This design comes from an exercise in tuning for small area, a short achievable clock period and few clock cycles per item on the open sky130 flow, not from production work. In this exercise RTL edits were held to simulation tests only and were not proved equivalent to the original. No driver is modelled on the clock port, so clock power and skew are understated where the tree is cut down; a real chip needs a root buffer or a tree. Power and IR drop assume default switching activity.

## v20
## prng
module prng (
	input clk,     
	input rst,   
	input [31:0] seed,
	input start,
	input cont,
	output reg done,
	output [31:0] rand_num
);
export LEC_CHECK = 0
export CAP_MARGIN = 20
export CORE_MARGIN = 2
export CORE_UTILIZATION = 40
export SLEW_MARGIN = 50
create_clock -name core_clock -period 9.0 [get_ports {clk}]
standard.sh (not shown) runs the stock make flow with config.mk's settings and CLKGATE_MAP_FILE= SYNTH_SCRIPT=/design/flow/synth_recipe.tcl, a recipe that flattens the netlist after the stock synthesis.
==> flow/flow/run.sh <==
#!/bin/bash
# The standard layout (standard.sh) with these changes:
#  - synthesis: ABC maps the logic with flow/abc.script instead of ORFS's
#    abc_speed.script; everything else, registers included, is as in the
#    standard flow;
#  - the port buffers are plain buffers (sky130_fd_sc_hd__buf_1) instead of
#    the cell buffer_ports picks by itself;
#  - after clock tree synthesis, flow/clock_tree.tcl replaces the two-level
#    clock tree with one level of clock buffers;
#  - timing repair aims for 6.3 ns of setup slack.
set -euo pipefail
cp -r "$FLOW_HOME/scripts" scripts
cp flow/abc.script scripts/abc_speed.script
export SCRIPTS_DIR="$PWD/scripts"
export BUFFER_PORTS_ARGS="-buffer_cell sky130_fd_sc_hd__buf_1"
export POST_CTS_TCL="$PWD/flow/clock_tree.tcl"
export SETUP_SLACK_MARGIN=6.3
bash standard.sh > standard.log 2>&1
==> flow/flow/abc.script <==
&get -n
&st
&syn2
&dch
&nf -R 20
&put
buffer -c
topo
stime -c
upsize -c
dnsize -c
==> flow/flow/clock_tree.tcl <==
# POST_CTS hook: replace the clock tree that clock_tree_synthesis built (a
# root buffer feeding leaf buffers) with a single level of buffers: the clock
# port drives NBUF clock buffers, each driving the clock pins of one group of
# nearby flip-flops. Every flip-flop's clock passes through exactly one
# buffer, so the clock arrives at all of them at about the same time.
set nbuf 4
set cell sky130_fd_sc_hd__clkbuf_8

set block [ord::get_db_block]
set db [ord::get_db]
set clk_net [[$block findBTerm clk] getNet]

# Walk the clock network from the port: buffers to remove, and the clock pins
# of the cells they (or the port) drive.
set bufs {}
set loads {}
set sinks {}
set todo [list $clk_net]
while {[llength $todo] > 0} {
  set net [lindex $todo 0]
  set todo [lrange $todo 1 end]
  foreach it [$net getITerms] {
    if {![$it isInputSignal] && [$it getIoType] ne "INPUT"} { continue }
    set inst [$it getInst]
    set m [[$inst getMaster] getName]
    if {[string match "clkload*" [$inst getName]]} {
      # a dummy load clock_tree_synthesis added to balance its tree
      lappend loads $inst
    } elseif {[string match "sky130_fd_sc_hd__clkbuf_*" $m] || [string match "sky130_fd_sc_hd__buf_*" $m]} {
      lappend bufs $inst
      set onet [[$inst findITerm X] getNet]
      if {$onet ne "NULL"} { lappend todo $onet }
    } else {
      lappend sinks $it
    }
  }
}
puts "clock_tree.tcl: [llength $bufs] clock buffers and [llength $loads] dummy loads removed, [llength $sinks] clock pins"

foreach inst $loads {
  foreach it [$inst getITerms] { if {[$it getNet] ne "NULL"} { $it disconnect } }
  odb::dbInst_destroy $inst
}

foreach inst $bufs {
  set onet [[$inst findITerm X] getNet]
  if {$onet ne "NULL"} {
    foreach it [$onet getITerms] { $it disconnect }
    odb::dbNet_destroy $onet
  }
  [$inst findITerm A] disconnect
  odb::dbInst_destroy $inst
}

# Group the clock pins: split by x into halves, then each half by y.
proc split_by {pts idx n} {
  set pts [lsort -integer -index $idx $pts]
  set per [expr {int(ceil(double([llength $pts]) / $n))}]
  set out {}
  for {set k 0} {$k < $n} {incr k} {
    lappend out [lrange $pts [expr {$k * $per}] [expr {($k + 1) * $per - 1}]]
  }
  return $out
}
set pts {}
foreach it $sinks {
  set loc [[$it getInst] getLocation]
  lappend pts [list [lindex $loc 0] [lindex $loc 1] $it]
}
set groups {}
foreach half [split_by $pts 0 [expr {$nbuf / 2}]] {
  foreach g [split_by $half 1 2] { lappend groups $g }
}

set master [$db findMaster $cell]
set k 0
foreach grp $groups {
  if {[llength $grp] == 0} { continue }
  set sx 0
  set sy 0
  foreach p $grp {
    incr sx [lindex $p 0]
    incr sy [lindex $p 1]
  }
  set b [odb::dbInst_create $block $master clkbuf_leaf_$k]
  set net [odb::dbNet_create $block clknet_leaf_$k]
  $net setSigType CLOCK
  [$b findITerm A] connect $clk_net
  [$b findITerm X] connect $net
  foreach p $grp { [lindex $p 2] connect $net }
  $b setLocation [expr {$sx / [llength $grp]}] [expr {$sy / [llength $grp]}]
  $b setPlacementStatus PLACED
  incr k
}
puts "clock_tree.tcl: $k clock buffers ($cell) inserted"
detailed_placement
check_placement -verbose
Testbench counts of v20, summed over its fixed seeds: cycles 18,432, items 2,048.
Edits applied to the flow inputs when going from v20 to v3:
Settings: changing SLEW_MARGIN from 50 to 40.
--- a/flow/flow/clock_tree.tcl
+++ b/flow/flow/clock_tree.tcl
@@ -26 +26,4 @@
-    if {[string match "clkload*" [$inst getName]]} {
+    if {[string match "sky130_fd_sc_hd__clkbuf_*" $m] || [string match "sky130_fd_sc_hd__buf_*" $m]} {
+      lappend bufs $inst
+      lappend todo [[$inst findITerm X] getNet]
+    } elseif {[string match "clkload*" [$inst getName]]} {
@@ -29,4 +31,0 @@
-    } elseif {[string match "sky130_fd_sc_hd__clkbuf_*" $m] || [string match "sky130_fd_sc_hd__buf_*" $m]} {
-      lappend bufs $inst
-      set onet [[$inst findITerm X] getNet]
-      if {$onet ne "NULL"} { lappend todo $onet }
@@ -47,4 +46 @@
-  if {$onet ne "NULL"} {
-    foreach it [$onet getITerms] { $it disconnect }
-    odb::dbNet_destroy $onet
-  }
+  foreach it [$onet getITerms] { $it disconnect }
@@ -52,0 +49 @@
+  odb::dbNet_destroy $onet
Findings:
Wire length: v3 vs v20, no meaningful difference
Diff v20..v3 | final worst-path cycle share | unchanged
v3 against v20: wire length of the first global-routing pass ~0 delta; count of pins on the block boundary ~0 delta; worst setup slack ~0 delta; number of enable flip-flop cells after synthesis ~0 delta.
Delta (v3 minus v20): non-clock inverter total of the final layout level; total via count after detailed routing level.
Input-level comparison between v31 and v3:
Settings: changing SLEW_MARGIN from 40 to 70.
--- a/flow/flow/clock_tree.tcl
+++ b/flow/flow/clock_tree.tcl
@@ -26,4 +26 @@
-    if {[string match "sky130_fd_sc_hd__clkbuf_*" $m] || [string match "sky130_fd_sc_hd__buf_*" $m]} {
-      lappend bufs $inst
-      lappend todo [[$inst findITerm X] getNet]
-    } elseif {[string match "clkload*" [$inst getName]]} {
+    if {[string match "clkload*" [$inst getName]]} {
@@ -31,0 +29,4 @@
+    } elseif {[string match "sky130_fd_sc_hd__clkbuf_*" $m] || [string match "sky130_fd_sc_hd__buf_*" $m]} {
+      lappend bufs $inst
+      set onet [[$inst findITerm X] getNet]
+      if {$onet ne "NULL"} { lappend todo $onet }
@@ -46 +47,4 @@
-  foreach it [$onet getITerms] { $it disconnect }
+  if {$onet ne "NULL"} {
+    foreach it [$onet getITerms] { $it disconnect }
+    odb::dbNet_destroy $onet
+  }
@@ -49 +52,0 @@
-  odb::dbNet_destroy $onet
Results
- | power density over the cells | v31 vs v3 | 2.8 mW/mm² lower |
- Comparing v31 with v3, the total via count in the routed design came out essentially unchanged.
- [compare] base=v3 new=v31: count of buffers inserted at the top-level ports shows no meaningful change, upper clock frequency limit shows a reduction of 0.39%, final cell area excluding filler cells shows an increase of 25 µm², total wirelength of the detailed-routed design shows a reduction of 2.2%.
- Final standard cell count with taps included and fillers excluded (v31 over v3): increase, 3
- v31 vs. v3: number of fillers in the final layout -15, combined buffer and inverter count along the critical path went down by 1.
Inputs modified between v31 and v48:
Settings: changing SLEW_MARGIN from 70 to 40.
--- a/flow/flow/run.sh
+++ b/flow/flow/run.sh
@@ -10 +10 @@
-#  - timing repair aims for 6.3 ns of setup slack.
+#  - timing repair aims for 6.35 ns of setup slack.
@@ -17 +17 @@
-export SETUP_SLACK_MARGIN=6.3
+export SETUP_SLACK_MARGIN=6.35
## What came out
Going from v31 to v48, global placement routability congestion barely changed; static leakage now larger; number of setup violations in the final report flat.
Edits applied to the flow inputs when going from v48 to v59:
--- a/flow/flow/run.sh
+++ b/flow/flow/run.sh
@@ -10 +10 @@
-#  - timing repair aims for 6.35 ns of setup slack.
+#  - timing repair aims for 6.3 ns of setup slack.
@@ -17 +17 @@
-export SETUP_SLACK_MARGIN=6.35
+export SETUP_SLACK_MARGIN=6.3
Results
- Going from v48 to v59, via count shrinks by 8.
- Of v59 and v48, v59 shows the lower multi-input gate area in the final layout, with v48 above it.
- Of v59 and v48, v59 shows the higher multi-input combinational area share, with v48 below it.
- Relative to v48, number of filler instances in the final layout has gone up in v59.
- Critical path depth, v59 and v48: higher on v48
- Signal arrival time at the worst endpoint (higher): v59
- ~same wire length of the first global-routing pass in v59 and v48
#### Input delta (v55 over v59)
==> flow/flow/abc.script <==
strash
dch
amap
topo
stime -c
buffer -c
upsize -c
dnsize -c
--- outcome ---
- Against v59, multi-input gate area in the final layout in v55 rose slightly.
- Comparing arrival time at the worst endpoint for v59 and v55, the smaller number came from v59.
- Sort v59 and v55 by shortest period the worst path allows desc -> top: v55
- v55 vs v59, most frequent standard cell in the layout excluding fill and tap cells: sky130_fd_sc_hd__nor2_1 vs sky130_fd_sc_hd__buf_1
- Of v59 and v55, the higher half-perimeter wire length after detailed placement belongs to v55.
No run of this note takes its clock network from TritonCTS; it comes from the design's own scripts or RTL.

port drivers added, routing unchanged:
Ports are ideal in the flow. The routed layouts listed here were re-timed in OpenROAD.
Step 1 (the two cells are an assumption about what drives the block):
set clk [get_ports {clk}]
set_driving_cell -lib_cell sky130_fd_sc_hd__clkbuf_16 $clk
set_driving_cell -lib_cell sky130_fd_sc_hd__buf_2 [delete_from_list [all_inputs] $clk]
Step 2, shift: input delay + t, output delay - t, t = (earliest + latest rising clock arrival at the registers) / 2. This alone moves slack from input paths to output paths.
a / b / c = ideal / step 1 / step 2; a / b = the first two.
| run | t, ns | slack for setup (ns) | worst register clock-pin slew, ns | cell pins on the clock port's net |
|---|---|---|---|---|
| v20 | 0.191 | 6.479 / 6.433 / 6.479 | 0.07 / 0.07 | 4 |
| v3 | 0.191 | 6.479 / 6.433 / 6.479 | 0.07 / 0.07 | 4 |
| v31 | 0.189 | 6.469 / 6.435 / 6.469 | 0.07 / 0.07 | 4 |
| v48 | 0.190 | 6.504 / 6.462 / 6.504 | 0.07 / 0.07 | 4 |
| v59 | 0.191 | 6.479 / 6.433 / 6.479 | 0.07 / 0.07 | 4 |
| v55 | 0.197 | 6.392 / 6.392 / 6.392 | 0.08 / 0.08 | 4 |
After both steps every run listed still meets setup and hold.
